Background: an optimization exercise with open tools, aiming at small area, a short achievable clock period and few clock cycles per item. Do not read the settings as production practice.
Function was checked by simulation only, so behaviour that the tests miss may differ from the original.
No activity file was given, so power comes from the tool's default toggle rates.

==> flow/design.v <==
module multiply_n_divide_top(clk, reset, a_in, b_in, m_d, start, result, ready);
    input [63:0] a_in, b_in;
    input clk, reset, start, m_d;
    output ready;
    output [128:0] result;
    function [6:0] len64;
        input [63:0] x;
        integer i;
        begin
            len64 = 7'd0;
            for (i = 0; i < 64; i = i + 1)
                if (x[i]) len64 = i + 1;
        end
    endfunction
    reg [63:0] H, L, Y;                            
    reg [5:0]  idx;
    reg        mb, g, op_mul, busy, setup;
    assign ready  = ~busy;
    assign result = {1'b0, H, L};
    reg  [6:0] la, lb;
    always @(posedge clk) begin
        la <= len64(a_in);
        lb <= len64(b_in);
    end
    wire       sw_r    = lb < la;                  
    wire [6:0] m_i     = sw_r ? lb : la;
    wire       m0_r    = (m_i == 7'd0);
    wire       m1_r    = (m_i == 7'd1);
    wire [5:0] mi_r    = m_i[5:0] - 6'd2;          
    wire [6:0] k_i     = la - lb;
    wire [5:0] kr_i    = k_i[5:0] | 6'd15;
    wire [5:0] la1_i   = la[5:0] - 6'd1;
    wire       bz_i    = (lb == 7'd0);
    wire       use_la  = la1_i <= kr_i;
    wire       alb_r   = (la < lb) & ~bz_i;        
    wire [5:0] s0_r    = bz_i ? 6'd63 : (use_la ? la1_i : kr_i);
    wire [1:0] kq_r    = bz_i ? 2'd3 : k_i[5:4];
    wire       d0_r    = bz_i ? a_in[63] : (use_la ? 1'b1 : a_in[kr_i]);
    wire        ysel = op_mul & sw_r;
    wire [63:0] ydin = ysel ? a_in : b_in;         
    wire [63:0] src  = ysel ? b_in : a_in;         
    reg  [63:0] r0;
    always @* begin
        case (kq_r)
            2'd0: r0 = {16'd0, a_in[63:16]};
            2'd1: r0 = {32'd0, a_in[63:32]};
            2'd2: r0 = {48'd0, a_in[63:48]};
            default: r0 = 64'd0;
        endcase
    end
    wire run_n = op_mul ? ~(m0_r | m1_r) : ~alb_r;
    wire       last   = (idx == 6'd0);
    wire [5:0] idx_nx = setup ? mi_r : idx - 6'd1;
    wire       mb_nx  = (setup & ~op_mul) ? d0_r : src[idx_nx];
    wire [64:0] xa = {L, mb & ~op_mul};
    wire [64:0] xb = {~op_mul, Y & {64{g}}};
    wire [66:0] s1 = {1'b0, xa, 1'b1} + {1'b0, xb, ~op_mul};
    wire [65:0] s  = s1[66:1];
    wire        co = s[65];                        
    wire [63:0] rem = (co | op_mul) ? s[63:0] : xa[63:0];
    wire [62:0] hp1 = H[62:0] + 63'd1;
    wire [62:0] hsh = (co & op_mul) ? hp1 : H[62:0];
    always @(posedge clk) begin
        Y <= op_mul ? ydin : ~b_in;
        if (reset) begin
            busy  <= 1'b0;
            setup <= 1'b0;
        end else if (!busy) begin
            if (start) begin
                busy   <= 1'b1;
                setup  <= 1'b1;
                op_mul <= m_d;
            end
        end else begin
            setup <= 1'b0;
            if (setup ? !run_n : last) busy <= 1'b0;
            idx <= setup & ~op_mul ? s0_r : idx_nx;
            mb  <= mb_nx;
            g   <= mb_nx | ~op_mul;
            if (setup) begin
                H <= (alb_r & ~op_mul) ? a_in : 64'd0;
                L <= op_mul ? (m0_r ? 64'd0 : ydin) : r0;
            end else if (op_mul | !last) begin
                H <= {hsh, op_mul ? s[64] : co};
                L <= rem;
            end else begin
                H <= rem;
                L <= {H[62:0], co};
            end
        end
    end
endmodule
export LEC_CHECK = 0
export CAP_MARGIN = 20
export CORE_MARGIN = 2
export CORE_UTILIZATION = 40
export SETUP_SLACK_MARGIN = 0.2
export SLEW_MARGIN = 20
export BUFFER_PORTS_ARGS = -buffer_cell sky130_fd_sc_hd__buf_1
create_clock -name core_clock -period 4.5 [get_ports {clk}]
standard.sh (not shown) runs the stock make flow with config.mk's settings and CLKGATE_MAP_FILE= SYNTH_SCRIPT=/design/flow/synth_recipe.tcl, a recipe that flattens the netlist after the stock synthesis.
==> flow/flow/run.sh <==
#!/bin/bash
set -e
export BUFFER_PORTS_ARGS="-buffer_cell sky130_fd_sc_hd__buf_1"
echo 'export BUFFER_PORTS_ARGS = -buffer_cell sky130_fd_sc_hd__buf_1' >> config.mk
bash standard.sh finish > standard_sh.log 2>&1
The starting point produced a clean layout.
Testbench counts at the start, summed over its fixed seeds: cycles 24,540, items 1,280.
Then changed:
- SETUP_SLACK_MARGIN: 0.2 -> 0.1
After rerunning: First-iteration DRC count stays flat. Worst setup slack gets worse by 0.13 ns. Design area came out lower by 1.4%. Total power is lower by 1.3%. Die area is unchanged. Global-route usage went down by 0.20 points. Clock skew grows by 0.0041 ns.

-- port drivers added, routing unchanged --
In the flow no input, the clock included, has a driving cell. The finished layouts below were timed again as built, in two steps. Step 1, drivers: a clkbuf_16 drives clk and a buf_2 each remaining input, both assumed. Step 2, shift: input delay + t, output delay - t, t = (earliest + latest rising clock arrival at the registers) / 2. This alone moves slack from input paths to output paths. Slacks: ideal ports / drivers / drivers and shift; pairs: ideal ports / drivers.
run | shift t [ns] | setup WS [ns] | slew at the worst register clock pin (ns)
the first run | 0.624 | 0.293 / 0.293 / 0.293 | 0.07 / 0.07
the second run | 0.625 | 0.161 / 0.161 / 0.161 | 0.07 / 0.07
After both steps every run listed still meets setup and hold.
